This design comes from an exercise in tuning for small area, a short achievable clock period and few clock cycles on the open sky130 flow, not from production work. At most, simulation tests tie the RTL to the original design; equivalence was not proved. Function not checked in run 1: the RTL went through the layout flow alone. Power figures rest on the tool's default switching activity, not on a simulated workload.

**design/flow/design.v**
```verilog
package kcpsmx3_inc;
localparam OPERAND_WIDTH    = 8;                     
localparam CODE_WIDTH       = 18;
localparam CODE_DEPTH       = 10;                    
localparam CODE_SIZE        = (1 << CODE_DEPTH);     
localparam PORT_WIDTH       = OPERAND_WIDTH;         
localparam PORT_DEPTH       = OPERAND_WIDTH;         
localparam PORT_SIZE        = (1 << PORT_DEPTH);     
localparam STACK_WIDTH      = CODE_DEPTH;            
localparam STACK_DEPTH      = 5;                     
localparam STACK_SIZE       = (1 << STACK_DEPTH);    
localparam REGISTER_WIDTH   = OPERAND_WIDTH;         
localparam REGISTER_DEPTH   = 4;                     
localparam REGISTER_SIZE    = (1 << REGISTER_DEPTH); 
localparam SCRATCH_WIDTH    = OPERAND_WIDTH;         
localparam SCRATCH_DEPTH    = 6;                     
localparam SCRATCH_SIZE     = (1 << SCRATCH_DEPTH);  
localparam OPERATION_WIDTH  = 5;
localparam RESET_VECTOR     = 0;                     
localparam INTERRUPT_VECTOR = (CODE_SIZE - 1);        
typedef enum logic [1:0] {
    Z           = 2'b00,  
    NZ          = 2'b01,  
    C           = 2'b10,  
    NC          = 2'b11   
} cond_flag_t;
typedef enum logic [1:0] {
    SA          = 2'b00,  
    RL_SRX      = 2'b01,  
    RR_SLX      = 2'b10,  
    SC          = 2'b11  
} shift_op_t;
typedef enum logic [4:0] {
    LOAD        = 5'h00,
    INPUT       = 5'h02,
    FETCH       = 5'h03,
    AND         = 5'h05,
    OR          = 5'h06,
    XOR         = 5'h07,
    TEST        = 5'h09,
    COMPARE     = 5'h0a,
    ADD         = 5'h0c,
    ADDCY       = 5'h0d,
    SUB         = 5'h0e,
    SUBCY       = 5'h0f,
    RS          = 5'h10,
    RETURN      = 5'h15,
    OUTPUT      = 5'h16,
    STORE       = 5'h17,
    CALL        = 5'h18,
    JUMP        = 5'h1a,
    RETURNI     = 5'h1c,
    INTERRUPT   = 5'h1e
} opcode_t;
typedef struct packed {
    logic [11:8] x_addr;                 
    logic [7:4] y_addr;                  
    logic [3:0] padding;                 
} reg_reg_instr_t;
typedef struct packed {
    logic [11:8] x_addr;                 
    logic [7:0] constant;                
} reg_const_instr_t;
typedef struct packed {
    logic [11:8] x_addr;                 
    logic [7:6] padding;                 
    logic [5:0] scratch_addr;            
} scratch_instr_t;
typedef struct packed {
    logic [11:8] x_addr;                 
    logic [7:0] port_addr;               
} port_instr_t;
typedef struct packed {
    logic [11:8] x_addr;                 
    logic [7:4] padding;                 
    logic [3:3] dir;                     
    shift_op_t  op;                      
    logic [0:0] constant;                
} shift_instr_t;
typedef struct packed {
    cond_flag_t flags;                   
    logic [9:0] code_addr;               
} jump_instr_t;
typedef struct packed {
    logic [11:1] padding;
    logic [0:0] en;
} int_instr_t;
typedef struct packed {
    opcode_t    operation;           
    logic       op_cond_sel;         
    union packed {                   
        reg_reg_instr_t reg_reg;
        reg_const_instr_t reg_const;
        scratch_instr_t scratch;
        port_instr_t port;
        shift_instr_t shift;
        jump_instr_t jump;
        int_instr_t interrupt;
    } instr_type;
} instr_t;
endpackage
import kcpsmx3_inc::*;
module kcpsmx(
    output logic [PORT_DEPTH-1:0]   port_id,         
    output logic                    write_strobe,    
    output logic [PORT_WIDTH-1:0]   out_port,        
    output logic                    read_strobe,     
    input        [PORT_WIDTH-1:0]   in_port,         
    input                           interrupt,       
    output logic                    interrupt_ack,   
    input                           reset,           
    input                           clk,             
    output logic [CODE_DEPTH-1:0]   address,         
    input        [CODE_WIDTH-1:0]   instruction      
);
assign interrupt_ack = 1'b0;
logic [9:0]  pc;
logic [17:0] ir;
logic        stall;              
logic        byx, byy;           
logic [15:0] selx, sely;         
logic [15:0][7:0] rf;            
logic [63:0][7:0] spr;           
logic [31:0][9:0] stk;           
logic [4:0]  sp;                 
logic [3:0]  sp_hi;              
logic [7:0]  sp_lo;
logic        carry, zero;
logic [7:0]  e_a, e_bx;          
logic [7:0]  e_sd;               
logic [7:0]  e_shi, e_slo;       
logic        e_store;
logic        e_fa, e_fb;         
logic        e_far, e_faf;       
logic        e_fetch;
logic [3:0]  e_dst;
logic        e_regwrite, e_flagwrite;
logic        e_input, e_output, e_reti;
logic        e_sub;
logic [1:0]  e_cin;              
logic        e_sel_add, e_sel_and, e_sel_or, e_sel_xor, e_sel_sh, e_sel_b;
logic        e_test;
logic        e_sdir;
logic [1:0]  e_sop;
logic        e_sconst;
logic [9:0]  e_pushdata;
logic [3:0]  e_phi;              
logic [7:0]  e_plo;
logic [7:0]  res;
logic [3:0]  w_dst;
logic        w_regwrite, w_input, w_flagwrite, w_fetch;
logic [7:0]  fres;               
function automatic logic [4:0] uses(input logic [17:0] i);
    logic [4:0] o;
    logic alu, mem;
    o   = i[17:13];
    alu = (o == AND) | (o == OR) | (o == XOR) | (o == TEST) | (o == COMPARE) |
          (o == ADD) | (o == ADDCY) | (o == SUB) | (o == SUBCY);
    mem = (o == INPUT) | (o == OUTPUT) | (o == FETCH) | (o == STORE);
    uses = {alu | (o == RS) | (o == OUTPUT) | (o == STORE),
            i[12] & (alu | mem | (o == LOAD)),
            i[12] & mem,
            (o == STORE),
            1'b0};
endfunction
assign address = pc;
wire [4:0] op = ir[17:13];
wire d_load    = (op == LOAD);
wire d_input   = (op == INPUT);
wire d_fetch   = (op == FETCH);
wire d_and     = (op == AND);
wire d_or      = (op == OR);
wire d_xor     = (op == XOR);
wire d_test    = (op == TEST);
wire d_cmp     = (op == COMPARE);
wire d_add     = (op == ADD);
wire d_addcy   = (op == ADDCY);
wire d_sub     = (op == SUB);
wire d_subcy   = (op == SUBCY);
wire d_rs      = (op == RS);
wire d_ret     = (op == RETURN);
wire d_output  = (op == OUTPUT);
wire d_store   = (op == STORE);
wire d_call    = (op == CALL);
wire d_jump    = (op == JUMP);
wire d_reti    = (op == RETURNI);
wire d_arith     = d_add | d_addcy | d_sub | d_subcy | d_cmp;
wire d_regwrite  = d_load | d_input | d_fetch | d_and | d_or | d_xor |
                   d_add | d_addcy | d_sub | d_subcy | d_rs;
wire d_flagwrite = d_and | d_or | d_xor | d_test | d_arith | d_rs;
wire cond_ok = ~ir[12] | (ir[11] ? (carry ^ ir[10]) : (zero ^ ir[10]));
wire d_jmp  = (d_jump | d_call) & cond_ok;
wire d_retk = (d_ret & cond_ok) | d_reti;
wire d_push = d_call & cond_ok;
wire [9:0] pc_inc = pc + 10'd1;
wire [4:0] sp_inc = sp + 5'd1;
wire [4:0] sp_nxt = stall ? sp : d_push ? sp_inc : d_retk ? sp - 5'd1 : sp;
logic [9:0] tos;
always_comb begin
    logic [9:0] grp;
    tos = 10'd0;
    for (int g = 0; g < 4; g++) begin
        grp = 10'd0;
        for (int j = 0; j < 8; j++) grp = grp | (stk[8 * g + j] & {10{sp_lo[j]}});
        tos = tos | (grp & {10{sp_hi[g]}});
    end
end
wire [7:0] wb_data = w_input ? in_port : (w_fetch ? fres : res);
wire [3:0] xa = ir[11:8];
wire [3:0] ya = ir[7:4];
logic [7:0] xr, yr;
always_comb begin
    xr = 8'd0;
    yr = 8'd0;
    for (int k = 0; k < 16; k++) begin
        xr = xr | (rf[k] & {8{selx[k]}});
        yr = yr | (rf[k] & {8{sely[k]}});
    end
end
wire [7:0] xv = byx ? wb_data : xr;
wire [7:0] yv = byy ? wb_data : yr;
wire [5:0] d_saddr = ir[12] ? yv[5:0] : ir[5:0];
wire [17:0] nxt = stall ? ir : instruction;
wire [4:0]  nxt_use = uses(instruction);
wire stall_nxt = ~stall & (
    (d_input & ((nxt_use[4] & (instruction[11:8] == xa)) |
                (nxt_use[3] & (instruction[7:4]  == xa)))) |
    (d_regwrite & ((nxt_use[2] & (instruction[7:4]  == xa)) |
                   (nxt_use[1] & (instruction[11:8] == xa)))) |
    (d_fetch & nxt_use[3] & (instruction[7:4] == xa)));
always_ff @(posedge clk) begin
    if (reset) begin
        pc    <= 10'd0;
        ir    <= 18'h02000;      
        sp    <= 5'd31;
        sp_hi <= 4'b1000;
        sp_lo <= 8'b1000_0000;
        stall <= 1'b0;
        byx   <= 1'b0;
        byy   <= 1'b0;
        selx  <= 16'd0;
        sely  <= 16'd0;
    end else begin
        stall <= stall_nxt;
        sp    <= sp_nxt;
        for (int k = 0; k < 4; k++) sp_hi[k] <= (sp_nxt[4:3] == k);
        for (int k = 0; k < 8; k++) sp_lo[k] <= (sp_nxt[2:0] == k);
        byx   <= e_regwrite & (e_dst == nxt[11:8]);
        byy   <= e_regwrite & (e_dst == nxt[7:4]);
        if (!stall) begin
            ir <= instruction;
            for (int k = 0; k < 16; k++) begin
                selx[k] <= (instruction[11:8] == k);
                sely[k] <= (instruction[7:4] == k);
            end
            if (d_jmp)       pc <= ir[9:0];
            else if (d_retk) pc <= tos;
            else             pc <= pc_inc;
        end
    end
end
always_ff @(posedge clk) begin
    e_a   <= xv;
    e_bx  <= (ir[12] ? yv : ir[7:0]) ^ {8{d_sub | d_subcy | d_cmp}};
    if (d_store) e_sd <= xv;
    for (int k = 0; k < 8; k++) begin
        e_slo[k] <= (d_saddr[2:0] == k);
        e_shi[k] <= (d_saddr[5:3] == k);
    end
    e_dst <= xa;
    e_fa  <= e_regwrite & (e_dst == xa);
    e_far <= e_regwrite & ~e_fetch & (e_dst == xa);
    e_faf <= e_regwrite &  e_fetch & (e_dst == xa);
    e_fb  <= ir[12] & e_regwrite & (e_dst == ya);
    e_sub <= d_sub | d_subcy | d_cmp;
    e_cin <= d_addcy ? 2'd2 : d_subcy ? 2'd3 : (d_sub | d_cmp) ? 2'd1 : 2'd0;
    e_sel_add <= d_arith;
    e_sel_and <= d_and | d_test;
    e_sel_or  <= d_or;
    e_sel_xor <= d_xor;
    e_sel_sh  <= d_rs;
    e_sel_b   <= d_load;
    e_fetch   <= d_fetch;
    e_test    <= d_test;
    e_sdir    <= ir[3];
    e_sop     <= ir[2:1];
    e_sconst  <= ir[0];
    e_pushdata <= pc_inc;        
    for (int k = 0; k < 8; k++) e_plo[k] <= (sp_inc[2:0] == k);
    if (reset || stall) begin
        e_regwrite  <= 1'b0;
        e_flagwrite <= 1'b0;
        e_input     <= 1'b0;
        e_output    <= 1'b0;
        e_reti      <= 1'b0;
        e_phi       <= 4'd0;
        e_store     <= 1'b0;
    end else begin
        e_regwrite  <= d_regwrite;
        e_flagwrite <= d_flagwrite;
        e_input     <= d_input;
        e_output    <= d_output;
        e_reti      <= d_reti;
        for (int k = 0; k < 4; k++) e_phi[k] <= d_push & (sp_inc[4:3] == k);
        e_store     <= d_store;
    end
end
wire [7:0] a  = ({8{e_far}} & res) | ({8{e_faf}} & fres) | ({8{~e_fa}} & e_a);
wire [7:0] bx = e_fb ? (res ^ {8{e_sub}}) : e_bx;
wire [7:0] b  = bx;              
wire       cin = e_cin[1] ? (carry ^ e_cin[0]) : e_cin[0];
wire [9:0] sum2 = {1'b0, a, 1'b1} + {1'b0, bx, cin};
wire [8:0] sum  = sum2[9:1];
wire sbit = (e_sop == 2'b10) ? a[0] :
            (e_sop == 2'b01) ? a[7] :
            (e_sop == 2'b00) ? carry : e_sconst;
wire [7:0] shres = e_sdir ? {sbit, a[7:1]} : {a[6:0], sbit};
wire       shout = e_sdir ? a[0] : a[7];
wire [7:0] andv = a & b;
wire [7:0] orv  = a | b;
wire [7:0] xorv = a ^ b;
logic [7:0] scr;
always_comb begin
    logic [7:0] grp;
    scr = 8'd0;
    for (int g = 0; g < 8; g++) begin
        grp = 8'd0;
        for (int j = 0; j < 8; j++) grp = grp | (spr[8 * g + j] & {8{e_slo[j]}});
        scr = scr | (grp & {8{e_shi[g]}});
    end
end
wire [7:0] result = ({8{e_sel_add}} & sum[7:0]) |
                    ({8{e_sel_and}} & andv)     |
                    ({8{e_sel_or }} & orv)      |
                    ({8{e_sel_xor}} & xorv)     |
                    ({8{e_sel_sh }} & shres)    |
                    ({8{e_sel_b  }} & b);
wire c_new = (e_sel_add & (sum[8] ^ e_sub)) |
             (e_test    & (^andv))           |
             (e_sel_sh  & shout);
wire [7:0] zk    = {orv[6:0], cin};
wire       z_add = &(xorv ~^ zk);
wire z_new = (e_sel_add & z_add)       |
             (e_sel_and & ~|andv)      |
             (e_sel_or  & ~|orv)       |
             (e_sel_xor & ~|xorv)      |
             (e_sel_sh  & ~|shres);
always_ff @(posedge clk) begin
    for (int k = 0; k < 64; k++)
        if (e_store && e_shi[k / 8] && e_slo[k % 8]) spr[k] <= e_sd;
    for (int k = 0; k < 32; k++)
        if (e_phi[k / 8] && e_plo[k % 8]) stk[k] <= e_pushdata;
end
always_ff @(posedge clk) begin
    res      <= result;
    fres     <= scr;
    w_dst    <= e_dst;
    w_input  <= e_input;         
    port_id  <= e_bx;
    out_port <= a;
    if (reset) begin
        carry        <= 1'b0;
        zero         <= 1'b0;
        w_regwrite   <= 1'b0;
        w_fetch      <= 1'b0;
        w_flagwrite  <= 1'b0;
        read_strobe  <= 1'b0;
        write_strobe <= 1'b0;
    end else begin
        if (e_flagwrite) begin
            carry <= c_new;
            zero  <= z_new;
        end else if (e_reti && !w_flagwrite) begin
            carry <= 1'b0;
            zero  <= 1'b0;
        end
        w_regwrite   <= e_regwrite;
        w_fetch      <= e_fetch;
        w_flagwrite  <= e_flagwrite;
        read_strobe  <= e_input;
        write_strobe <= e_output;
    end
end
always_ff @(posedge clk) begin
    for (int k = 0; k < 16; k++)
        if (w_regwrite && w_dst == k) rf[k] <= wb_data;
end
endmodule
```
**design/flow/run.sh**
```bash
#!/bin/bash
# synth_recipe.tcl (not shown) runs the flow's synth.tcl, then flattens the netlist and writes it again
# the make line also repeats each setting of config.mk as NAME=value (left out here)
make -C /OpenROAD-flow-scripts/flow DESIGN_CONFIG=/design/flow/config.mk WORK_HOME=/design/flow/orfs CLKGATE_MAP_FILE= SYNTH_SCRIPT=/design/flow/synth_recipe.tcl finish
```
**design/flow/config.mk**
```make
export PLATFORM = sky130hd
export DESIGN_NAME = kcpsmx
export DESIGN_NICKNAME = kcpsmx
export VERILOG_FILES = /design/flow/design.v
export SDC_FILE = /design/flow/constraint.sdc
export NUM_CORES = 4
export LEC_CHECK = 0
export CAP_MARGIN = 20
export CORE_MARGIN = 2
export CORE_UTILIZATION = 75
export CTS_BUF_LIST = sky130_fd_sc_hd__clkbuf_8
export SETUP_SLACK_MARGIN = 3.7
export SLEW_MARGIN = 20
export TNS_END_PERCENT = 30
```
**design/flow/constraint.sdc**
```tcl
create_clock -name core_clock -period 6.0 [get_ports {clk}]
set_input_delay 1.2000 -clock core_clock [delete_from_list [all_inputs] [get_ports {clk}]]
set_output_delay 1.2000 -clock core_clock [all_outputs]
set_load 0.01 [all_outputs]
```
==> metrics.yaml, run 1 <==
wl_met2_mm: 56.8
synth_area_um2: 44900
end_kind: "output port"
worstPathArrival_ns: 1.29
grt_max_degree: 65
syn-instance-count: 2976
ys_seq_area_frac: 0.739
synth_edf_count: 968
cts_max_path_buffers: 3
htree_levels: 4
overflow: 0
die_x_um: 249
min_to: "port_id[4]"
post-place-cells: 3629
drt_iter0_markers: 4453
wl_mm: 121
antenna_found_initial: 4
top_layer: "met5"
die_y_um: 249
slew_headroom: 0.175
numPortBuffers: 55
setup_viol: 0
place_area_um2: 46000
drive_above_1_share: 0.155
critPathSlowestCell: "dfxtp_4"
final_area_um2: 50100
status: "no timing/DRC/antenna violations"
r2r_start: "e_sub"
cp.depth: 1
cts.clk_slew.worst_paths_ns: 0.07
yosysTopAreaCellShare: 0.647
path_max_fanout: 1
start_util: 0.760
critPathMaxStageDelay_ns: 0.37
viasPerCell: 7.35
cts_tree: "built"
nNetsFinal: 3142
worst-r2r-cell-count: 12
die-area_um2: 61900
root_buffer: "clkbuf_8"
layout_worst_path_cycle_share: 0.416
yosys-top-cells-area: "edfxtp_1 65%, dfxtp_1 9.2%, a22oi_1 7.9%, nand4_1 1.7%, clkbuf_1 1.6%"
avgSynthCellArea_um2: 15.1
critical_path.cell_chain: "buf_6"
layout_min_cycle_time_ns: 2.49
hold_viol: 0
holdCritStartpoint: "e_bx[4]"
p_leak_nw: 16.7
via_count: 29400
grt_util_all_layers: 0.383
first_global_vias: 28200
crit_type: "flip-flop to output port"
coreArea_um2: 59100
synth_warnings: 1
worstMarginPinSlew_ns: 1.23
peakVddDrop_mv: 0.397
power_density_nw_per_um2: 319
wire_per_inst_um: 30.2
grt_setup_unrepaired: "yes"
drc: 0
ys_ff_latch: 1175
holdWs_ns: 0.349
skew_ns: 0.0443
cp-start-kind: "flip-flop"
hold_class: "flip-flop to flip-flop"
worst_r2r_endpoint: "res[6]"
wl_met1_mm: 43.0
setup_tns_ns: 0
r2r_setup_slack_ns: 3.57
maxCapViolCount: 0
setup_slack_ns: 3.51
holdPathStages: 0
final.fill_count: 2675
gp_congestion: 0.960
ys_types: 74
dp_slack_ns: 2.58
clock_sinks: 1175
synth.most_common_cell: "edfxtp_1"
met3_length_mm: 16.6
hold_buffers: 0
yosys.area.top_type: "edfxtp_1"
drv_slew: 0
final_cells: 3999
rows: 89
fmax_ghz: 0.401
ys_async_sr_fraction: 0
crit_family: "flip-flops"
area_delta_synth_final_pct: 11.5
path_buf_inv: 1
grt_pass1_wl_mm: 176
pin_count: 58
drt-pass1-iter-count: 6
synth_top_flop_cell: "edfxtp_1"
critPathRequiredTime_ns: 4.80
dpl.hpwl_mm: 68.0
cts_inserted_buffers: 172
syn-num-nets: 3033
clk_latency_ns: 0.84
synth_commonest_cells: "968 x edfxtp_1, 472 x a22oi_1, 207 x dfxtp_1"
drtAntennaViolNets: 0
[layout make-up]
type / instances / area (µm²) / share of cell area
Timing Repair inverter: 1 / 5.00 / 0.0000998
Clock inverter: 128 / 683 / 0.0136
Tap cell: 773 / 967 / 0.0193
Timing Repair Buffer: 145 / 1280 / 0.0255
Antenna cell: 2 / 5.00 / 0.0000998
Multi-Input combinational cell: 1546 / 11100 / 0.222
Inverter: 44 / 175 / 0.00349
Clock buffer: 185 / 2550 / 0.0508
Sequential cell: 1175 / 33300 / 0.665
[placed cells by master (no fill, tap or decap), drive strengths merged, types with 69 or more instances in the layout]
cell type,Yosys,final
nand2,83,83
edfxtp,968,968
a22oi,472,472
dfxtp,207,207
clkbuf,192,185
buf,21,119
a21oi,69,69
nand4,125,125
inv,44,118
and3,74,74
nor2,104,104
[worst max path at each step]
stage	slack, ns	end	from
after global routing	3.47	address[6]	pc[6]
after CTS	3.48	port_id[1]	port_id[1]
final	3.51	out_port[2]	out_port[2]
after global placement	2.77	sp_hi[1]	ir[11]
after detailed placement	2.58	sp_hi[1]	ir[11]
after floorplan	3.58	e_shi[7]	in_port[4]
[flip-flops by register name, summed over array words and instances (netlist names), 5 cells and up]
| name | flops |
|---|---|
| rf | 128 |
| selx | 16 |
| stk | 320 |
| sp_lo | 8 |
| e_a | 8 |
| sely | 16 |
| e_bx | 8 |
| e_pushdata | 10 |
| ir | 18 |
| out_port | 8 |
| spr | 512 |
| e_plo | 8 |
| e_slo | 8 |
| e_sd | 8 |
| fres | 8 |
| sp | 5 |
| e_shi | 8 |
| res | 8 |
| pc | 10 |
| port_id | 8 |
[through the flow]
stage / power (mW) / util
after global placement: 9.95 / 0.777
after CTS: 15.9 / 0.841
after floorplan: 9.63 / -
final: 16.0 / 0.848
after detailed placement: 9.98 / 0.777
after global routing: 16.4 / 0.848
[routing by layer]
metal,vias to the layer above,track usage
met1,14300,0.538
met5,-,0
met4,2,0.140
met3,369,0.0873
met2,2584,0.600
li1,12200,-
[what timing repair did]
item                                    in CTS  in global routing
buffers inserted                            33                 17
pin swaps                                   17                 20
gates resized for setup                    236                 58
gates cloned                                 0                  3
endpoints found under the setup margin     197                408
hold endpoints to repair                     0                  0
[report_power, final]
group          switching [mW]  internal (mW)  total (mW)  leakage [nW]
registers               0.202           8.87        9.07          10.5
logic                   0.523          0.348       0.872          4.25
clock network            3.05           3.00        6.04          1.90
[cells by family (layout without fill, tap and decap cells)]
family	count (synthesis)	count (layout)	synth area share
flip-flops	1175	1175	0.739
multiplexers	49	50	0.0121
other	1	3	0.0000834
XOR/XNOR	76	76	0.0148
buffers and inverters	257	503	0.0221
adder cells (fa/ha/maj)	28	28	0.00796
AO/OA/AOI/OAI	782	783	0.129
AND/OR/NAND/NOR	608	608	0.0749
==> run 2, diff against run 1 <==
--- a/design/flow/design.v
+++ b/design/flow/design.v
@@ -357,3 +357,2 @@
     w_dst    <= e_dst;
-    w_input  <= e_input;         
     port_id  <= e_bx;
@@ -364,2 +363,3 @@
         w_regwrite   <= 1'b0;
+        w_input      <= 1'b0;
         w_fetch      <= 1'b0;
@@ -377,2 +377,3 @@
         w_regwrite   <= e_regwrite;
+        w_input      <= e_input;
         w_fetch      <= e_fetch;
--- a/design/flow/config.mk
+++ b/design/flow/config.mk
@@ -7,3 +7,3 @@
 export LEC_CHECK = 0
-export CAP_MARGIN = 20
+export CAP_MARGIN = 0
 export CORE_MARGIN = 2
@@ -12,3 +12,3 @@
 export SETUP_SLACK_MARGIN = 3.7
-export SLEW_MARGIN = 20
+export SLEW_MARGIN = 0
 export TNS_END_PERCENT = 30
==> run 2 against run 1 <==
Compared with the run above:
- clock-buffer cell count is 3 higher
- via count is 1.6% lower
- critical path depth stayed put
- utilization hardly changed
==> metrics.yaml, run 2 <==
largest_register_ffs: 512  # unchanged
hold_viol: 0  # unchanged
worst-r2r-cell-count: 2  # -10
setup_viol: 0  # unchanged
peakVddDrop_mv: 0.279  # -30%
synth_area_um2: 44900  # about the same
yosys.area_share.adder: 0.00797  # about the same
cts_tree: "built"
avgSynthCellArea_um2: 15.1  # about the same
drive_above_1_share: 0.158  # +0.00317
grt_util_all_layers: 0.377  # -0.00615
critPathLaunch: "out_port[1]"
synth_mux_area_frac: 0.0121  # about the same
overflow: 0  # unchanged
die-area_um2: 61900  # about the same
critPathSlowestCell: "dfxtp_4"
endpoint: "out_port[1]"
syn-instance-count: 2975  # -0.034%
syn-num-nets: 3032  # -0.033%
rows: 89  # unchanged
drv_slew: 0  # unchanged
dp_slack_ns: 2.68  # +0.0957 ns
wl_mm: 117  # -3.6%
drc: 0  # unchanged
slew_headroom: 0.0931  # -0.0817
synth_top_family_by_area: "compound AO/OA/AOI/OAI gates"
ys_ff_latch: 1174  # -0.085%
worstMarginPinSlew_ns: 1.36  # +0.122 ns
cp-start-kind: "flip-flop"
yosysTopAreaCellShare: 0.647  # about the same
p_leak_nw: 16.6  # -0.56%
power_density_nw_per_um2: 317  # -0.45%
regMostFlops: "spr"
via_count: 28900  # -1.6%
path_max_fanout: 1  # unchanged
coreArea_um2: 59100  # unchanged
grt_pass1_wl_mm: 173  # -1.9%
viasPerCell: 7.26  # -1.2%
wire_per_inst_um: 29.3  # -3.2%
status: "no timing/DRC/antenna violations"
htree_levels: 4  # unchanged
skew_ns: 0.0385  # -0.00578 ns
area_delta_synth_final_pct: 11.6  # about the same
drtAntennaViolNets: 0  # unchanged
setup_tns_ns: 0  # unchanged
path_buf_inv: 1  # unchanged
crit_family: "flip-flops"
die_x_um: 249  # about the same
pin_count: 58  # unchanged
synth.most_common_cell: "edfxtp_1"
grt_max_degree: 65  # unchanged
crit_type: "flip-flop to output port"
drt_iter0_markers: 4194  # -5.8%
synth_commonest_cells: "968 x edfxtp_1, 472 x a22oi_1, 206 x dfxtp_1"
cts_inserted_buffers: 172  # unchanged
numPortBuffers: 55  # unchanged
layout_min_cycle_time_ns: 2.51  # +0.0132 ns
final_cell_mix: "968 x edfxtp_1, 465 x a22oi_1, 188 x clkbuf_8"
ys_async_sr_fraction: 0  # unchanged
critPathRequiredTime_ns: 4.80  # about the same
hold_class: "flip-flop to flip-flop"
r2r_setup_slack_ns: 3.61  # +0.04 ns
worst_r2r_endpoint: "spr[153]"
critPathMaxStageDelay_ns: 0.38  # about the same
yosys-top-cells-area: "edfxtp_1 65%, dfxtp_1 9.2%, a22oi_1 7.9%, nand4_1 1.7%, clkbuf_1 1.6%"
cp.depth: 1  # unchanged
ys_seq_area_frac: 0.739  # about the same
clock_sinks: 1174  # -0.085%
r2r_start: "e_slo[3]"
final_common_cell: "edfxtp_1"
diodes: 0  # -2
dpl.hpwl_mm: 65.8  # -3.3%
synth_edf_count: 968  # unchanged
antenna_found_initial: 3  # -1
reg_top3: "spr (512), stk (320), rf (128)"
root_buffer: "clkbuf_8"
first_global_vias: 27900  # -0.86%
fmax_ghz: 0.399  # -0.53%
cts_max_path_buffers: 3  # unchanged
synth_compound_area_frac: 0.129  # -0.000139
gp_congestion: 0.941  # -2.0%
start_util: 0.760  # about the same
holdWs_ns: 0.390  # +0.0407 ns
ys_types: 72  # -2.7%
die_y_um: 249  # about the same
layout_worst_path_cycle_share: 0.418  # +0.00221
clk_latency_ns: 0.83  # about the same
synth_warnings: 1  # unchanged
hold_buffers: 0  # unchanged
worstPathArrival_ns: 1.31  # +0.02 ns
final.fill_count: 2769  # +3.5%
yosys.area.top_type: "edfxtp_1"
holdPathStages: 0  # unchanged
critical_path.cell_chain: "buf_6"
grt_setup_unrepaired: "yes"
synth_xor_area_frac: 0.0148  # about the same
nNetsFinal: 3131  # -0.35%
setup_slack_ns: 3.49  # -0.0132 ns
drt-pass1-iter-count: 26  # +20
synth-simple-area-share: 0.0748  # -0.000102
cts.clk_slew.worst_paths_ns: 0.06  # about the same
end_kind: "output port"
synth_top_flop_cell: "edfxtp_1"
maxCapViolCount: 0  # unchanged
run 2: routing by layer:
| metal | track usage | vias to the layer above | wire length (µm) |
|---|---|---|---|
| met3 | 0.0903 | 329 | 15300 |
| li1 | - | 12100 | - |
| met2 | 0.580 | 2269 | 55200 |
| met4 | 0.152 | 4 | 4090 |
| met5 | 0 | - | 27 |
| met1 | 0.530 | 14200 | 41900 |
run 2: worst min path at each step:
stage,start,endpoint,slack (ns)
2_1_floorplan,e_bx[7],port_id[7],0.33
3_3_place_gp,e_bx[3],port_id[3],0.39
3_5_place_dp,e_bx[3],port_id[3],0.38
4_1_cts,e_bx[3],port_id[3],0.38
5_1_grt,e_bx[3],port_id[3],0.38
6_report,e_bx[3],port_id[3],0.39
run 2: report_power, final:
part           leakage [nW]  switching, mW  total, mW  internal, mW
clock                  1.85           2.99       5.97          2.98
sequential             10.5          0.193       9.05          8.86
combinational          4.22          0.522      0.881         0.360
run 2: area by class of cell:
type | instances | area (µm²) | area share
clock buffers | 188 | 2590 | 0.0516
clock inverters | 122 | 612 | 0.0122
repair buffers | 135 | 1190 | 0.0237
inverters | 44 | 175 | 0.00350
repair inverters | 1 | 5.00 | 0.0000999
multi-input cells | 1546 | 11300 | 0.225
well taps | 773 | 967 | 0.0193
flip-flops and latches | 1174 | 33300 | 0.665
run 2: cells by family (layout without fill, tap and decap cells):
| group | Yosys count | in the layout |
|---|---|---|
| flip-flops | 1174 | 1174 |
| AO/OA/AOI/OAI | 782 | 783 |
| AND/OR/NAND/NOR | 608 | 608 |
| buffers and inverters | 257 | 490 |
| XOR/XNOR | 76 | 76 |
| multiplexers | 49 | 50 |
| adder cells (fa/ha/maj) | 28 | 28 |
| other | 1 | 1 |
run 2: what timing repair did:
| item | in CTS | in global routing |
|---|---|---|
| cloned | 1 | 2 |
| setup endpoints to repair | 216 | 390 |
| buffers inserted | 34 | 11 |
| resized for setup | 232 | 81 |
| pin swaps | 19 | 26 |
run 2: metrics by stage:
step	cell area [µm²]	total power, mW	instances	utilization
final	50100	15.9	3983	0.847
after floorplan	44900	9.62	2975	-
after detailed placement	45900	9.96	3625	0.776
after CTS	49700	15.8	3970	0.840
after global placement	45900	9.94	3625	0.776
after global routing	50100	16.3	3983	0.847
Testbench counts of run 2, summed over its fixed seeds: cycles 296,972.
==> run 3, diff against run 2 <==
--- a/design/flow/config.mk
+++ b/design/flow/config.mk
@@ -7,3 +7,3 @@
 export LEC_CHECK = 0
-export CAP_MARGIN = 0
+export CAP_MARGIN = 20
 export CORE_MARGIN = 2
@@ -12,3 +12,3 @@
 export SETUP_SLACK_MARGIN = 3.7
-export SLEW_MARGIN = 0
-export TNS_END_PERCENT = 30
+export SLEW_MARGIN = 20
+export TNS_END_PERCENT = 10
==> run 3 against run 2 <==
Compared with the run above:
- still clean on timing, DRC and antenna
- clock skew up 0.0014 ns
- first-iteration DRC count shrank 0.76%
- combinational power is 3.5% lower
- sequential power about the same
- synthesized area did not move
==> metrics.yaml, run 3 <==
skew_ns: 0.0399  # +0.00136 ns
layout_min_cycle_time_ns: 2.49  # -0.0152 ns
reg_top3: "spr (512), stk (320), rf (128)"
start_util: 0.760  # unchanged
worstMarginPinSlew_ns: 1.20  # -0.151 ns
rows: 89  # unchanged
ys_types: 72  # unchanged
htree_levels: 4  # unchanged
layout_worst_path_cycle_share: 0.416  # -0.00253
pwr-share-clk: 0.381  # +0.006
met2_usage: 0.571  # -0.00944
cp-start-kind: "flip-flop"
yosysTopAreaCellShare: 0.647  # unchanged
gp_congestion: 0.941  # unchanged
viasPerCell: 7.24  # -0.30%
dpl.hpwl_mm: 65.8  # about the same
synth_warnings: 1  # unchanged
drv_slew: 0  # unchanged
synth_edf_count: 968  # unchanged
worst-r2r-cell-count: 11  # +9
wl_mm: 116  # -0.73%
holdPathStages: 0  # unchanged
die-area_um2: 61900  # unchanged
drive_above_1_share: 0.150  # -0.00822
die_x_um: 249  # unchanged
setup_tns_ns: 0  # unchanged
via_count: 28800  # -0.33%
synth_area_um2: 44900  # unchanged
hold_viol: 0  # unchanged
crit_type: "flip-flop to output port"
critPathMaxStageDelay_ns: 0.36  # -0.02 ns
status: "no timing/DRC/antenna violations"
pwr-share-seq: 0.566  # -0.003
drt-pass1-iter-count: 23  # -12%
final_common_cell: "edfxtp_1"
switching_share: 0.230  # -0.00295
end_kind: "output port"
cts_max_path_buffers: 3  # unchanged
yosys.area.top_type: "edfxtp_1"
critical_path.cell_chain: "buf_6"
drt_iter0_markers: 4162  # -0.76%
clock_sinks: 1174  # unchanged
ys_ff_latch: 1174  # unchanged
largest_register_ffs: 512  # unchanged
syn-num-nets: 3032  # unchanged
combPwrFrac: 0.053  # -0.002
ys_seq_area_frac: 0.739  # unchanged
busiest_layer: "met2"
met1_usage: 0.529  # -0.00151
path_buf_inv: 1  # unchanged
r2r_start: "e_fa"
antenna_found_initial: 4  # +1
wire_per_inst_um: 29.0  # -0.70%
syn-instance-count: 2975  # unchanged
clk_latency_ns: 0.83  # about the same
yosys-top-cells-area: "edfxtp_1 65%, dfxtp_1 9.2%, a22oi_1 7.9%, nand4_1 1.7%, clkbuf_1 1.6%"
final_cell_mix: "968 x edfxtp_1, 471 x a22oi_1, 185 x clkbuf_8"
cp.depth: 1  # unchanged
hold_buffers: 0  # unchanged
pin_count: 58  # unchanged
p_sw_mw: 3.68  # -0.67%
synth_top_flop_cell: "edfxtp_1"
grt_pass1_wl_mm: 171  # -1.2%
area_delta_synth_final_pct: 11.1
coreArea_um2: 59100  # unchanged
synth.most_common_cell: "edfxtp_1"
maxCapViolCount: 0  # unchanged
synth_commonest_cells: "968 x edfxtp_1, 472 x a22oi_1, 206 x dfxtp_1"
path_max_fanout: 5  # +4
critPathSlowestCell: "dfxtp_4"
fmax_ghz: 0.401  # +0.61%
cts_tree: "built"
grt_max_degree: 65  # unchanged
cts_inserted_buffers: 174  # +1.2%
intPower_mw: 12.3  # +0.99%
nNetsFinal: 3123  # -0.26%
peakVddDrop_mv: 0.289  # +3.3%
first_global_vias: 27700  # -0.84%
grt_setup_unrepaired: "yes"
p_leak_nw: 16.6  # -0.18%
slew_headroom: 0.192  # +0.0994
regMostFlops: "spr"
drtAntennaViolNets: 0  # unchanged
holdWs_ns: 0.409  # +0.0193 ns
worstPathArrival_ns: 1.29  # -0.02 ns
avgSynthCellArea_um2: 15.1  # unchanged
overflow: 0  # unchanged
drc: 0  # unchanged
hold_class: "flip-flop to flip-flop"
setup_viol: 0  # unchanged
cts.clk_slew.worst_paths_ns: 0.06  # about the same
numPortBuffers: 55  # unchanged
grt_util_met3: 0.0855  # -0.00481
holdCritStartpoint: "e_bx[4]"
crit_family: "flip-flops"
critPathRequiredTime_ns: 4.80  # about the same
finish.utilization: 0.844  # -0.00324
die_y_um: 249  # unchanged
critPathLaunch: "w_input"
root_buffer: "clkbuf_8"
ys_async_sr_fraction: 0  # unchanged
power_density_nw_per_um2: 321  # +0.99%
grt_util_all_layers: 0.372  # -0.00450
## run 3: changes by cell type in the layout (fill, tap and decap cells not counted), sizes merged
cell      change
clkinvlp      -1
clkbuf        -3
clkinv        -2
mux2i         -1
bufinv        +4
inv           +8
diode         +3
buf           -9
## run 3: cells by family (layout without fill, tap and decap cells)
family	Yosys count	after routing	share of synthesized area
DFF	1174	1174	0.739
AOI/OAI and AO/OA	782	783	0.129
and+or+nand+nor	608	608	0.0748
buffers and inverters	257	487	0.0221
xor gates and xnor gates	76	76	0.0148
muxes	49	49	0.0121
adders and majority gates	28	28	0.00797
other	1	4	0.0000835
## run 3: layout make-up
| class | instances | area, µm² |
|---|---|---|
| well taps | 773 | 967 |
| inverters | 44 | 173 |
| repair buffers | 126 | 1060 |
| diodes | 3 | 7.51 |
| flip-flops and latches | 1174 | 33300 |
| multi-input cells | 1545 | 11100 |
| clock inverters | 131 | 739 |
| fillers | 2826 | 9220 |
| clock buffers | 185 | 2550 |
| repair inverters | 1 | 5.00 |
## run 3: layer usage
layer / vias up / part of all wire
li1: 12100 / -
met1: 14000 / 0.36
met2: 2315 / 0.47
met3: 352 / 0.13
met4: 4 / 0.039
met5: - / 0.00022
## run 3: path summary, 6_finish.rpt
kind                  to  slack [ns]
min reg2reg   port_id[4]        0.41
max reg2reg        carry        3.52
max          read_strobe        3.51
min           port_id[4]        0.41
## run 3: power by group through the flow
stage / Combinational, mW / Sequential (mW) / Clock, mW
after floorplan: 0.519 / 9.10 / 0
after global placement: 0.727 / 9.21 / 0
after detailed placement: 0.747 / 9.21 / 0
after CTS: 0.762 / 9.04 / 6.10
after global routing: 0.903 / 9.05 / 6.46
final: 0.850 / 9.05 / 6.10
## run 3: worst reg2reg max path, delay by kind of cell (launching register included)
family	cells	cell delay (ns)
buffers and inverters	2	0.25
flip-flops	1	0.36
AO/OA/AOI/OAI	3	0.43
adder cells (fa/ha/maj)	2	0.52
XOR/XNOR	2	0.46
AND/OR/NAND/NOR	2	0.40
## run 3: what timing repair did
action,4_1_cts,5_1_grt
resized for setup,171,99
cloned,1,1
endpoints found under the setup margin,203,392
buffers inserted,15,21
pin swaps,1,21
## run 3: through the flow
stage	worst slack, ns	instance area (µm²)	instances	power (mW)
2_1_floorplan	3.58	44900	2975	9.62
3_3_place_gp	2.80	45900	3625	9.94
3_5_place_dp	2.67	45900	3625	9.96
4_1_cts	3.47	49400	3957	15.9
5_1_grt	3.39	49900	3980	16.4
6_report	3.51	49900	3982	16.0
==> run 4, diff against run 3 <==
--- a/design/flow/config.mk
+++ b/design/flow/config.mk
@@ -11,4 +11,5 @@
 export CTS_BUF_LIST = sky130_fd_sc_hd__clkbuf_8
+export PLACE_DENSITY = 0.85
 export SETUP_SLACK_MARGIN = 3.7
 export SLEW_MARGIN = 20
-export TNS_END_PERCENT = 10
+export TNS_END_PERCENT = 30
==> run 4 against run 3 <==
Compared with the run above:
- highest routed layer is now met4
- clock-buffer cell count down 2
- total power shrank 1.2%
- sequential power barely moved
- combinational power increased by 0.8%
- via count up 2.1%
- critical endpoint is now out_port[1]
- register-to-register slack improved by 0.07 ns
- maximum frequency shrank 0.47%
- routed wire length rose by 3.5%
- sequential cell count unchanged
- synthesized cell count unchanged
==> metrics.yaml, run 4 <==
status: "no timing/DRC/antenna violations"
overflow: 0  # unchanged
crit_type: "flip-flop to output port"
hold_class: "flip-flop to flip-flop"
final.fill_count: 2653  # -6.1%
drv_slew: 0  # unchanged
slew_headroom: 0.189  # -0.00332
reg_top3: "spr (512), stk (320), rf (128)"
path_max_fanout: 1  # -4
hold_viol: 0  # unchanged
start_util: 0.760  # unchanged
ys_ff_latch: 1174  # unchanged
layout_worst_path_cycle_share: 0.417  # +0.00198
die_x_um: 249  # unchanged
fmax_ghz: 0.399  # -0.47%
synth_top_flop_cell: "edfxtp_1"
syn-instance-count: 2975  # unchanged
cp-start-kind: "flip-flop"
ys_types: 72  # unchanged
drive_above_1_share: 0.149  # -0.000643
syn-num-nets: 3032  # unchanged
holdCritStartpoint: "e_bx[0]"
worst_r2r_endpoint: "fres[4]"
largest_register_ffs: 512  # unchanged
critPathLaunch: "out_port[1]"
clk_latency_ns: 0.82  # about the same
grt_setup_unrepaired: "yes"
p_leak_nw: 16.5  # -0.41%
gp_congestion: 0.959  # +1.9%
endpoint: "out_port[1]"
die_y_um: 249  # unchanged
skew_ns: 0.0494  # +0.00952 ns
grt_max_degree: 65  # unchanged
worst-r2r-cell-count: 6  # -5
setup_tns_ns: 0  # unchanged
cts_inserted_buffers: 170  # -2.3%
peakVddDrop_mv: 0.383  # +33%
path_buf_inv: 1  # unchanged
nNetsFinal: 3118  # -0.16%
regMostFlops: "spr"
dpl.hpwl_mm: 67.1  # +2.1%
synth_warnings: 1  # unchanged
maxCapViolCount: 0  # unchanged
worstMarginPinSlew_ns: 1.21  # +0.00707 ns
clock_sinks: 1174  # unchanged
numPortBuffers: 55  # unchanged
area_delta_synth_final_pct: 11.0
coreArea_um2: 59100  # unchanged
critPathMaxStageDelay_ns: 0.36  # about the same
first_global_vias: 28600  # +3.3%
layout_min_cycle_time_ns: 2.50  # +0.0119 ns
wire_per_inst_um: 30.2  # +3.9%
grt_util_all_layers: 0.385  # +0.0130
p_sw_mw: 3.72  # +1.0%
die-area_um2: 61900  # unchanged
final_cell_mix: "968 x edfxtp_1, 471 x a22oi_1, 183 x clkbuf_8"
switching_share: 0.235  # +0.00531
viasPerCell: 7.41  # +2.4%
setup_viol: 0  # unchanged
end_kind: "output port"
yosysTopAreaCellShare: 0.647  # unchanged
root_buffer: "clkbuf_8"
combPwrFrac: 0.054  # about the same
drtAntennaViolNets: 0  # unchanged
yosys.area.top_type: "edfxtp_1"
pwr-share-seq: 0.573  # +0.007
critPathSlowestCell: "dfxtp_4"
intPower_mw: 12.1  # -1.9%
synth_edf_count: 968  # unchanged
grt_pass1_wl_mm: 177  # +3.7%
synth_area_um2: 44900  # unchanged
worstPathArrival_ns: 1.30  # about the same
cp.depth: 1  # unchanged
htree_levels: 4  # unchanged
crit_family: "flip-flops"
power_density_nw_per_um2: 317  # -1.1%
cts.clk_slew.worst_paths_ns: 0.06  # about the same
antenna_found_initial: 1  # -3
cts_max_path_buffers: 3  # unchanged
synth.most_common_cell: "edfxtp_1"
pin_count: 58  # unchanged
r2r_setup_slack_ns: 3.59  # +0.07 ns
synth_commonest_cells: "968 x edfxtp_1, 472 x a22oi_1, 206 x dfxtp_1"
wl_mm: 120  # +3.5%
pwr-share-clk: 0.373  # -0.008
cts_tree: "built"
drc: 0  # unchanged
critical_path.cell_chain: "buf_6"
r2r_start: "e_slo[4]"
final_common_cell: "edfxtp_1"
rows: 89  # unchanged
ys_async_sr_fraction: 0  # unchanged
drt-pass1-iter-count: 23  # unchanged
drt_iter0_markers: 4926  # +18%
avgSynthCellArea_um2: 15.1  # unchanged
final_cells: 3969  # -0.33%
via_count: 29400  # +2.1%
yosys-top-cells-area: "edfxtp_1 65%, dfxtp_1 9.2%, a22oi_1 7.9%, nand4_1 1.7%, clkbuf_1 1.6%"
post-place-cells: 3627  # +0.055%
critPathRequiredTime_ns: 4.80  # about the same
ys_seq_area_frac: 0.739  # unchanged
## run 4: cell families (layout without fill, tap and decap cells)
logic type      count (synthesis)  in the layout  share of synthesized area
other cells                     1              4                  0.0000835
simple gates                  608            608                     0.0748
buf+inv                       257            474                     0.0221
compound gates                782            783                      0.129
xor+xnor                       76             76                     0.0148
mux                            49             49                     0.0121
fa+ha+maj                      28             28                    0.00797
flops                        1174           1174                      0.739
## run 4: metrics by stage
step | power [mW] | hold WS (ns) | setup WS (ns) | utilization | instance area, µm²
final | 15.8 | 0.347 | 3.50 | 0.843 | 49900
after global routing | 16.2 | 0.355 | 3.47 | 0.843 | 49900
after CTS | 15.7 | 0.348 | 3.47 | 0.840 | 49700
after detailed placement | 9.96 | 0.346 | 2.72 | 0.776 | 45900
after global placement | 9.93 | 0.350 | 2.80 | 0.776 | 45900
after floorplan | 9.62 | 0.326 | 3.58 | - | 44900
## run 4: area by class of cell
class	count	area [µm²]	share of cell area
clock buffer	183	2520	0.0505
sequential	1174	33300	0.669
antenna	3	7.51	0.000151
inverter	44	165	0.00331
timing repair buffer	126	1150	0.0232
tap	773	967	0.0194
multi-input combinational	1545	11100	0.223
clock inverter	121	617	0.0124
## run 4: power groups by stage
stage / clock network [mW] / logic, mW / registers [mW]
CTS: 5.88 / 0.818 / 9.04
floorplan: 0 / 0.519 / 9.10
global route: 6.24 / 0.903 / 9.06
global placement: 0 / 0.725 / 9.21
detailed placement: 0 / 0.743 / 9.21
finish: 5.89 / 0.857 / 9.06
## run 4: how the worst min path moves through the flow
stage                       endpoint  cells after the start
after detailed placement  port_id[0]                      0
after CTS                 port_id[0]                      0
final                     port_id[0]                      0
after global placement    port_id[0]                      0
after global routing      port_id[0]                      0
after floorplan           port_id[7]                      0
## run 4: layer usage
layer	wire [µm]	part of all wire	vias to the layer above	GRT usage
met5	0	0	-	0
met4	5780	0.048	0	0.171
li1	-	-	12100	-
met1	40800	0.34	14100	0.528
met3	17000	0.14	448	0.0934
met2	56100	0.47	2756	0.600
## run 4: timing repair
action | in CTS | in global routing
buffers inserted | 29 | 2
cloned | 1 | 0
pin swaps | 20 | 4
resized for setup | 251 | 41
hold buffers | 0 | 0
endpoints found under the setup margin | 217 | 290
==> run 5, diff against run 4 <==
--- a/design/flow/config.mk
+++ b/design/flow/config.mk
@@ -11,3 +11,3 @@
 export CTS_BUF_LIST = sky130_fd_sc_hd__clkbuf_8
-export PLACE_DENSITY = 0.85
+export PLACE_DENSITY_LB_ADDON = 0.15
 export SETUP_SLACK_MARGIN = 3.7
==> run 5 against run 4 <==
Compared with the run above:
- non-clock buffer count is 7 higher
- via count decreased by 1.2%
- first-iteration DRC count shrank 13%
- total power is essentially flat
- worst hold slack better by 0.030 ns
- sequential share of layout area fell by 0.15 points
- critical path type unchanged
- critical endpoint is now address[0]
- largest cell class unchanged
- highest routed layer is now met5
==> metrics.yaml, run 5 <==
status: "no timing/DRC/antenna violations"
synth_area_um2: 44900  # unchanged
clock_sinks: 1174  # unchanged
cts_inserted_buffers: 173  # +1.8%
worstPathArrival_ns: 1.33  # +0.03 ns
reg_top3: "spr (512), stk (320), rf (128)"
multiInputGateArea_um2: 11200  # +1.1%
pwr-share-clk: 0.372  # about the same
switching_share: 0.234  # -0.00180
maxCapViolCount: 0  # unchanged
combPwrFrac: 0.055  # about the same
post-place-cells: 3626  # -0.028%
synth_top_flop_cell: "edfxtp_1"
regArea_um2: 33300  # about the same
critPathRequiredTime_ns: 4.80  # about the same
synth_edf_count: 968  # unchanged
critPathMaxStageDelay_ns: 0.36  # about the same
die_y_um: 249  # unchanged
wl_met1_mm: 41.8  # +2.3%
avgSynthCellArea_um2: 15.1  # unchanged
setup_tns_ns: 0  # unchanged
syn-num-nets: 3032  # unchanged
met3_length_mm: 16.0  # -6.3%
critical_path.cell_chain: "buf_6"
overflow: 0  # unchanged
grt_util_all_layers: 0.382  # -0.00385
wl_mm: 118  # -1.2%
grt_pass1_wl_mm: 175  # -1.3%
die-area_um2: 61900  # unchanged
drtAntennaViolNets: 0  # unchanged
grt_setup_unrepaired: "yes"
wl_met2_mm: 56.2  # +0.23%
crit_type: "flip-flop to output port"
nNetsFinal: 3129  # +0.35%
viasPerCell: 7.31  # -1.4%
critPathSlowestCell: "dfxtp_4"
ys_ff_latch: 1174  # unchanged
peakVddDrop_mv: 0.367  # -4.1%
ys_seq_area_frac: 0.739  # unchanged
p_leak_nw: 16.5  # +0.23%
cts_tree: "built"
cts_max_path_buffers: 3  # unchanged
pwr-share-seq: 0.573  # about the same
final_area_um2: 49900  # +0.15%
drive_above_1_share: 0.152  # +0.00302
skew_ns: 0.0444  # -0.00499 ns
regMostFlops: "spr"
htree_levels: 4  # unchanged
p_total_mw: 15.8  # about the same
ys_async_sr_fraction: 0  # unchanged
synth.most_common_cell: "edfxtp_1"
end_kind: "output port"
p_sw_mw: 3.69  # -0.80%
place_area_um2: 45900  # about the same
first_global_vias: 28100  # -1.9%
setup_viol: 0  # unchanged
antenna_found_initial: 2  # +1
synth_warnings: 1  # unchanged
area_delta_synth_final_pct: 11.2
rows: 89  # unchanged
grt_max_degree: 65  # unchanged
final_cells: 3977  # +0.20%
dpl.hpwl_mm: 66.6  # -0.77%
fmax_ghz: 0.396  # -0.90%
power_density_nw_per_um2: 316  # -0.18%
drc: 0  # unchanged
final_cell_mix: "968 x edfxtp_1, 469 x a22oi_1, 179 x clkbuf_8"
drv_slew: 0  # unchanged
ys_types: 72  # unchanged
final.fill_count: 2768  # +4.3%
layout_worst_path_cycle_share: 0.421  # +0.00381
hold_class: "flip-flop to flip-flop"
coreArea_um2: 59100  # unchanged
hold_viol: 0  # unchanged
wire_per_inst_um: 29.7  # -1.4%
cts.clk_slew.worst_paths_ns: 0.07  # about the same
top_layer: "met5"
final_common_cell: "edfxtp_1"
via_count: 29100  # -1.2%
drt_iter0_markers: 4282  # -13%
crit_family: "flip-flops"
worstMarginPinSlew_ns: 1.15  # -0.0654 ns
clk_latency_ns: 0.85  # +0.03 ns
pin_count: 58  # unchanged
start_util: 0.760  # unchanged
root_buffer: "clkbuf_8"
layout_min_cycle_time_ns: 2.53  # +0.0229 ns
yosys.area.top_type: "edfxtp_1"
numPortBuffers: 55  # unchanged
intPower_mw: 12.1  # +0.20%
path_buf_inv: 1  # unchanged
yosysTopAreaCellShare: 0.647  # unchanged
yosys-top-cells-area: "edfxtp_1 65%, dfxtp_1 9.2%, a22oi_1 7.9%, nand4_1 1.7%, clkbuf_1 1.6%"
slew_headroom: 0.233  # +0.0438
drt-pass1-iter-count: 25  # +8.7%
gp_congestion: 0.947  # -1.3%
path_max_fanout: 2  # +1
largest_register_ffs: 512  # unchanged
die_x_um: 249  # unchanged
dp_slack_ns: 2.70  # -0.0209 ns
syn-instance-count: 2975  # unchanged
setup_slack_ns: 3.47  # -0.0229 ns
synth_commonest_cells: "968 x edfxtp_1, 472 x a22oi_1, 206 x dfxtp_1"
cp-start-kind: "flip-flop"
## run 5: area by class of cell
cell class,count,share of cell area
timing repair inverter,1,0.000100
clock inverter,126,0.0128
timing repair buffer,133,0.0231
antenna,2,0.000100
sequential,1174,0.667
clock buffer,179,0.0493
tap,773,0.0194
inverter,44,0.00343
multi-input combinational,1545,0.225
## run 5: worst paths after layout
| check | start | endpoint | slack, ns | cells past startpoint |
|---|---|---|---|---|
| setup / recovery | pc[0] | address[0] | 3.47 | 1 |
| hold / removal | e_bx[0] | port_id[0] | 0.38 | 0 |
| setup reg to reg | e_sub | res[5] | 3.57 | 11 |
| hold reg to reg | e_bx[0] | port_id[0] | 0.38 | 0 |
## run 5: kinds of logic after synthesis
family / after synthesis / synth area share
simple gates: 608 / 0.0748
mux: 49 / 0.0121
compound gates: 782 / 0.129
flops: 1174 / 0.739
other cells: 1 / 0.0000835
xor+xnor: 76 / 0.0148
fa+ha+maj: 28 / 0.00797
buf+inv: 257 / 0.0221
## run 5: power by group through the flow
stage | sequential (mW) | clock, mW | combinational (mW)
after global placement | 9.21 | 0 | 0.727
after global routing | 9.06 | 6.24 | 0.915
after CTS | 9.04 | 5.89 | 0.812
final | 9.05 | 5.88 | 0.863
after floorplan | 9.10 | 0 | 0.519
after detailed placement | 9.21 | 0 | 0.745
## run 5: metal layers
metal / vias to the layer above / GRT usage
li1: 12100 / -
met1: 14100 / 0.525
met2: 2426 / 0.595
met3: 356 / 0.0973
met4: 2 / 0.153
met5: - / 0
## run 5: metrics by stage
step / hold slack [ns] / utilization
after CTS: 0.375 / 0.839
final: 0.377 / 0.844
after global routing: 0.383 / 0.844
after global placement: 0.373 / 0.776
after detailed placement: 0.374 / 0.776
after floorplan: 0.326 / -
## run 5: what timing repair did
action	CTS	global route
setup buffers	30	10
endpoints found under the hold margin	0	0
setup endpoints to repair	198	271
pin swaps	21	18
gates resized for setup	251	46
hold buffers	0	0
gates cloned	0	2
==> run 6, diff against run 5 <==
--- a/design/flow/config.mk
+++ b/design/flow/config.mk
@@ -11,3 +11,4 @@
 export CTS_BUF_LIST = sky130_fd_sc_hd__clkbuf_8
-export PLACE_DENSITY_LB_ADDON = 0.15
+export CTS_CLUSTER_DIAMETER = 60
+export CTS_CLUSTER_SIZE = 18
 export SETUP_SLACK_MARGIN = 3.7
==> run 6 against run 5 <==
Compared with the run above:
- global-route usage down 1.9 points
- total power down 14%
- utilization down 2.8 points
- clock skew down 0.0045 ns
- maximum frequency up 1.5%
- via count down 2.8%
- sequential cell count unchanged
- first-iteration DRC count down 4.8%
- critical path type is now flip-flop to flip-flop
- highest routed layer unchanged
==> metrics.yaml, run 6 <==
status: "no timing/DRC/antenna violations"
critical_path.cell_chain: "buf_8, xnor2_4, a21oi_2, inv_2, buf_4, buf_4, buf_4, buf_4, buf_4, buf_4, buf_4, buf_4, buf_4, buf_6, o2111ai_4"
critPathRequiredTime_ns: 6.65  # +1.85 ns
grt_setup_unrepaired: "yes"
synth_mux_area_frac: 0.0121  # unchanged
worstPathArrival_ns: 3.14  # +1.81 ns
setup_slack_ns: 3.51  # +0.0371 ns
viasPerCell: 7.41  # +1.4%
largest_register_ffs: 512  # unchanged
start_util: 0.760  # unchanged
wire_per_inst_um: 29.8  # about the same
r2r_start: "e_sub"
worstMarginPinSlew_ns: 1.23  # +0.0867 ns
die-area_um2: 61900  # unchanged
worst_r2r_endpoint: "res[1]"
final_common_cell: "edfxtp_1"
drc: 0  # unchanged
yosys.area_share.adder: 0.00797  # unchanged
peakVddDrop_mv: 0.359  # -2.4%
post-place-cells: 3625  # -0.028%
synth_area_um2: 44900  # unchanged
maxCapViolCount: 0  # unchanged
drive_above_1_share: 0.123  # -0.0294
slew_headroom: 0.173  # -0.0595
cts_tree: "built"
synth_edf_count: 968  # unchanged
drt-pass1-iter-count: 28  # +12%
hold_class: "flip-flop to flip-flop"
synth_xor_area_frac: 0.0148  # unchanged
ys_types: 72  # unchanged
skew_ns: 0.0399  # -0.00454 ns
regMostFlops: "spr"
cts.clk_slew.worst_paths_ns: 0.11  # +0.04 ns
grt_util_all_layers: 0.363  # -0.0190
synth_compound_area_frac: 0.129  # unchanged
die_x_um: 249  # unchanged
die_y_um: 249  # unchanged
via_count: 28200  # -2.8%
final_cells: 3809  # -4.2%
yosysTopAreaCellShare: 0.647  # unchanged
synth_warnings: 1  # unchanged
power_density_nw_per_um2: 281  # -11%
finish.utilization: 0.816  # -0.0280
path_max_fanout: 6  # +4
setup_tns_ns: 0  # unchanged
holdPathStages: 0  # unchanged
ys_seq_area_frac: 0.739  # unchanged
cts_max_path_buffers: 3  # unchanged
clk_latency_ns: 0.73  # -0.12 ns
gp_congestion: 0.941  # -0.62%
numPortBuffers: 55  # unchanged
dp_slack_ns: 2.67  # -0.0313 ns
setup_viol: 0  # unchanged
synth.most_common_cell: "edfxtp_1"
drv_slew: 0  # unchanged
grt_pass1_wl_mm: 167  # -4.6%
nNetsFinal: 3046  # -2.7%
root_buffer: "clkbuf_8"
critPathMaxStageDelay_ns: 0.40  # +0.04 ns
hold_viol: 0  # unchanged
end_kind: "flip-flop"
cts_inserted_buffers: 76  # -56%
cp-start-kind: "flip-flop"
synth_commonest_cells: "968 x edfxtp_1, 472 x a22oi_1, 206 x dfxtp_1"
clock_sinks: 1174  # unchanged
wl_mm: 113  # -4.2%
crit_type: "flip-flop to flip-flop"
dpl.hpwl_mm: 65.8  # -1.3%
yosys-top-cells-area: "edfxtp_1 65%, dfxtp_1 9.2%, a22oi_1 7.9%, nand4_1 1.7%, clkbuf_1 1.6%"
cpMostUsedCell: "buf_4"
p_leak_nw: 15.6  # -5.8%
syn-instance-count: 2975  # unchanged
holdCritStartpoint: "e_bx[3]"
ys_ff_latch: 1174  # unchanged
holdWs_ns: 0.425  # +0.0479 ns
syn-num-nets: 3032  # unchanged
critPathSlowestCell: "dfxtp_4"
min_to: "port_id[3]"
yosys.area.top_type: "edfxtp_1"
grt_max_degree: 65  # unchanged
synth-simple-area-share: 0.0748  # unchanged
place_area_um2: 45900  # about the same
fmax_ghz: 0.401  # +1.5%
coreArea_um2: 59100  # unchanged
p_total_mw: 13.6  # -14%
final.fill_count: 3033  # +9.6%
area_delta_synth_final_pct: 7.49
layout_worst_path_cycle_share: 0.415  # -0.00619
layout_min_cycle_time_ns: 2.49  # -0.0371 ns
worst-r2r-cell-count: 15  # +4
antenna_found_initial: 2  # unchanged
reg_top3: "spr (512), stk (320), rf (128)"
synth_top_family_by_area: "compound AO/OA/AOI/OAI gates"
htree_levels: 3  # -1
first_global_vias: 26800  # -4.5%
overflow: 0  # unchanged
avgSynthCellArea_um2: 15.1  # unchanged
final_area_um2: 48300  # -3.3%
r2r_setup_slack_ns: 3.51  # -0.06 ns
pin_count: 58  # unchanged
drt_iter0_markers: 4077  # -4.8%
rows: 89  # unchanged
drtAntennaViolNets: 0  # unchanged
ys_async_sr_fraction: 0  # unchanged
final_cell_mix: "968 x edfxtp_1, 469 x a22oi_1, 150 x dfxtp_1"
synth_top_flop_cell: "edfxtp_1"
## run 6: what timing repair did
action / 4_1_cts / 5_1_grt
cloned: 1 / 3
setup buffers: 43 / 11
hold buffers: 0 / 0
gates resized for setup: 235 / 58
pin swaps: 15 / 15
endpoints found under the setup margin: 280 / 376
## run 6: cell families (layout without fill, tap and decap cells)
| group | after synthesis | after routing |
|---|---|---|
| AO/OA/AOI/OAI | 782 | 783 |
| XOR/XNOR | 76 | 76 |
| adder cells (fa/ha/maj) | 28 | 28 |
| buffers and inverters | 257 | 312 |
| flip-flops | 1174 | 1174 |
| multiplexers | 49 | 51 |
| other | 1 | 4 |
| AND/OR/NAND/NOR | 608 | 608 |
## run 6: per-layer routing
layer  wire (µm)  vias up  track usage
met4        4450        2        0.127
li1            -    11900            -
met3       14700      332       0.0697
met2       53100     2238        0.567
met5          13        -            0
met1       41200    13800        0.522
## run 6: cell type report
type,instances,area (µm²),area share
antenna,3,7.51,0.000156
clock buffer,77,1060,0.0220
clock inverter,45,259,0.00536
inverter,44,173,0.00358
multi-input combinational,1547,11200,0.233
sequential,1174,33300,0.690
tap,773,967,0.0200
timing repair buffer,145,1260,0.0261
timing repair inverter,1,5.00,0.000104
## run 6: worst max-delay path: cells and delay by family (launching register included)
family,cells,cell delay (ns)
buf+inv,12,1.48
compound gates,2,0.41
flops,1,0.40
xor+xnor,1,0.12
## run 6: report_power, final
part,internal (mW),switching (mW)
combinational,0.364,0.523
sequential,8.85,0.191
clock,1.30,2.36
## run 6: worst max-delay path by stage
stage	depth (start not counted)	endpoint	start	slack (ns)
finish	15	res[1]	e_sub	3.51
global route	11	res[5]	e_sub	3.49
CTS	1	read_strobe	w_input	3.55
detailed placement	6	sp_hi[1]	ir[11]	2.67
global placement	7	e_shi[6]	in_port[3]	2.80
floorplan	6	e_shi[7]	in_port[4]	3.58
==> run 7, diff against run 6 <==
--- a/design/flow/config.mk
+++ b/design/flow/config.mk
@@ -12,3 +12,3 @@
 export CTS_CLUSTER_DIAMETER = 60
-export CTS_CLUSTER_SIZE = 18
+export CTS_CLUSTER_SIZE = 14
 export SETUP_SLACK_MARGIN = 3.7
==> run 7 against run 6 <==
Compared with the run above:
- via count barely moved
- sequential power barely moved
- cell count increased by 0.18%
- worst hold slack improved by 0.0044 ns
- critical path depth is 14 lower
- total power is 2.2% higher
- synthesized area did not move
- worst setup slack gained 0.072 ns
- routed wire length is 0.36% higher
- clock power increased by 7.9%
- first-iteration DRC count increased by 4.5%
- register-to-register slack better by 0.10 ns
==> metrics.yaml, run 7 <==
status: "no timing/DRC/antenna violations"
synth.most_common_cell: "edfxtp_1"
die_y_um: 249  # unchanged
clk_latency_ns: 0.74  # about the same
drv_slew: 0  # unchanged
wire_per_inst_um: 29.8  # +0.17%
grt_max_degree: 65  # unchanged
setup_viol: 0  # unchanged
via_count: 28200  # -0.078%
cts_max_path_buffers: 3  # unchanged
die_x_um: 249  # unchanged
r2r_setup_slack_ns: 3.61  # +0.10 ns
path_max_fanout: 1  # -5
skew_ns: 0.0394  # -0.000456 ns
layout_worst_path_cycle_share: 0.403  # -0.0121
drt-pass1-iter-count: 23  # -18%
final.fill_count: 3007  # -0.86%
worst_r2r_endpoint: "e_slo[5]"
die-area_um2: 61900  # unchanged
p_leak_nw: 15.7  # +0.66%
synth_area_um2: 44900  # unchanged
drc: 0  # unchanged
synth_warnings: 1  # unchanged
htree_levels: 3  # unchanged
grt_setup_unrepaired: "yes"
crit_type: "flip-flop to output port"
cts_tree: "built"
maxCapViolCount: 0  # unchanged
hold_viol: 0  # unchanged
crit_family: "flip-flops"
overflow: 0  # unchanged
place_area_um2: 45900  # unchanged
rows: 89  # unchanged
worstMarginPinSlew_ns: 1.19  # -0.0450 ns
r2r_start: "sely[11]"
wl_mm: 114  # +0.36%
clock_sinks: 1174  # unchanged
end_kind: "output port"
start_util: 0.760  # unchanged
antenna_found_initial: 5  # +3
ys_async_sr_fraction: 0  # unchanged
drive_above_1_share: 0.130  # +0.00724
critPathMaxStageDelay_ns: 0.37  # -0.03 ns
yosys-top-cells-area: "edfxtp_1 65%, dfxtp_1 9.2%, a22oi_1 7.9%, nand4_1 1.7%, clkbuf_1 1.6%"
area_delta_synth_final_pct: 8.02
post-place-cells: 3625  # unchanged
final_common_cell: "edfxtp_1"
gp_congestion: 0.941  # unchanged
worstPathArrival_ns: 1.22  # -1.92 ns
setup_slack_ns: 3.58  # +0.0725 ns
final_cell_mix: "968 x edfxtp_1, 468 x a22oi_1, 144 x dfxtp_1"
synth_top_flop_cell: "edfxtp_1"
dpl.hpwl_mm: 65.8  # unchanged
finish.utilization: 0.820  # +0.00398
largest_register_ffs: 512  # unchanged
yosys.area.top_type: "edfxtp_1"
ys_seq_area_frac: 0.739  # unchanged
ys_ff_latch: 1174  # unchanged
worst-r2r-cell-count: 6  # -9
drt_iter0_markers: 4262  # +4.5%
final_area_um2: 48500  # +0.49%
cts_inserted_buffers: 94  # +24%
holdCritStartpoint: "e_bx[3]"
avgSynthCellArea_um2: 15.1  # unchanged
synth_commonest_cells: "968 x edfxtp_1, 472 x a22oi_1, 206 x dfxtp_1"
syn-instance-count: 2975  # unchanged
drtAntennaViolNets: 0  # unchanged
pin_count: 58  # unchanged
coreArea_um2: 59100  # unchanged
min_to: "port_id[3]"
peakVddDrop_mv: 0.311  # -13%
numPortBuffers: 55  # unchanged
synth_edf_count: 968  # unchanged
nNetsFinal: 3050  # +0.13%
reg_top3: "spr (512), stk (320), rf (128)"
grt_util_all_layers: 0.365  # +0.00194
critPathSlowestCell: "dfxtp_4"
slew_headroom: 0.204  # +0.0302
first_global_vias: 27000  # +0.55%
path_buf_inv: 1  # -11
hold_class: "flip-flop to flip-flop"
regMostFlops: "spr"
layout_min_cycle_time_ns: 2.42  # -0.0725 ns
ys_types: 72  # unchanged
critPathRequiredTime_ns: 4.80  # -1.85 ns
critical_path.cell_chain: "buf_6"
cts.clk_slew.worst_paths_ns: 0.09  # -0.02 ns
fmax_ghz: 0.414  # +3.0%
final_cells: 3816  # +0.18%
setup_tns_ns: 0  # unchanged
root_buffer: "clkbuf_8"
dp_slack_ns: 2.67  # unchanged
grt_pass1_wl_mm: 168  # +0.57%
viasPerCell: 7.39  # -0.26%
yosysTopAreaCellShare: 0.647  # unchanged
syn-num-nets: 3032  # unchanged
cp-start-kind: "flip-flop"
power_density_nw_per_um2: 286  # +1.7%
holdPathStages: 0  # unchanged
run 7: cell counts after synthesis:
No cell type changed its count.
run 7: cell families after synthesis:
group / after synthesis / share of synthesized area
flip-flops: 1174 / 0.739
AO/OA/AOI/OAI: 782 / 0.129
AND/OR/NAND/NOR: 608 / 0.0748
buffers and inverters: 257 / 0.0221
XOR/XNOR: 76 / 0.0148
multiplexers: 49 / 0.0121
adder cells (fa/ha/maj): 28 / 0.00797
other: 1 / 0.0000835
run 7: worst max-delay path by stage:
| stage | start | endpoint | slack (ns) | depth (start not counted) |
|---|---|---|---|---|
| global route | out_port[1] | out_port[1] | 3.54 | 1 |
| global placement | in_port[3] | e_shi[6] | 2.80 | 7 |
| CTS | pc[5] | address[5] | 3.55 | 1 |
| detailed placement | ir[11] | sp_hi[1] | 2.67 | 6 |
| finish | out_port[1] | out_port[1] | 3.58 | 1 |
| floorplan | in_port[4] | e_shi[7] | 3.58 | 6 |
run 7: through the flow:
step           hold WS, ns  power [mW]
5_1_grt              0.428        14.3
3_5_place_dp         0.390        9.96
4_1_cts              0.417        13.8
2_1_floorplan        0.326        9.62
3_3_place_gp         0.391        9.94
6_report             0.429        13.9
run 7: cell type report:
type / instances / area [µm²] / share of cell area
Clock buffer: 94 / 1290 / 0.0267
Timing Repair Buffer: 132 / 1170 / 0.0241
Timing Repair inverter: 1 / 5.00 / 0.000103
Clock inverter: 50 / 259 / 0.00534
Antenna cell: 2 / 5.00 / 0.000103
Sequential cell: 1174 / 33300 / 0.687
Inverter: 44 / 180 / 0.00371
Multi-Input combinational cell: 1546 / 11300 / 0.233
Tap cell: 773 / 967 / 0.0199
run 7: routing by layer:
metal | track usage | vias up | wire length, µm
li1 | - | 11900 | -
met1 | 0.523 | 13800 | 41000
met2 | 0.571 | 2214 | 53700
met3 | 0.0725 | 337 | 14700
met4 | 0.127 | 6 | 4380
met5 | 0 | - | 32
run 7: report_power, final:
group	switching, mW	internal, mW	leakage [nW]
registers	0.191	8.84	10.5
clock network	2.45	1.50	0.938
logic	0.526	0.368	4.21
total	3.16	10.7	15.7
run 7: timing repair:
| action | 4_1_cts | 5_1_grt |
|---|---|---|
| buffers inserted | 34 | 8 |
| hold buffers | 0 | 0 |
| setup endpoints to repair | 241 | 390 |
| resized for setup | 245 | 71 |
| pin swaps | 23 | 15 |
| gates cloned | 1 | 2 |

## re-timing with driven ports
No port has a modelled driver above. Below, the same layouts with a new extraction and two added sets of constraints.
Step 1: set_driving_cell puts a clkbuf_16 on clk and a buf_2 on each other input, an assumption about the parent block.
Step 2 times the ports against the registers' clock, not the clock port: input delays grow and output delays shrink by t, the midpoint of the rising clock arrivals with the driver on.
Slacks: ideal ports / drivers / drivers and shift; pairs: ideal ports / drivers.
run | shift t [ns] | setup WS [ns]
run 1 | 0.879 | 3.505 / 3.439 / 2.937
run 2 | 0.875 | 3.492 / 3.435 / 2.941
run 3 | 0.876 | 3.507 / 3.443 / 2.952
run 4 | 0.865 | 3.495 / 3.431 / 2.948
run 5 | 0.885 | 3.472 / 3.414 / 2.952
run 6 | 0.765 | 3.509 / 3.509 / 3.013
run 7 | 0.786 | 3.582 / 3.517 / 2.986
After both steps setup and hold are still met in every run listed.
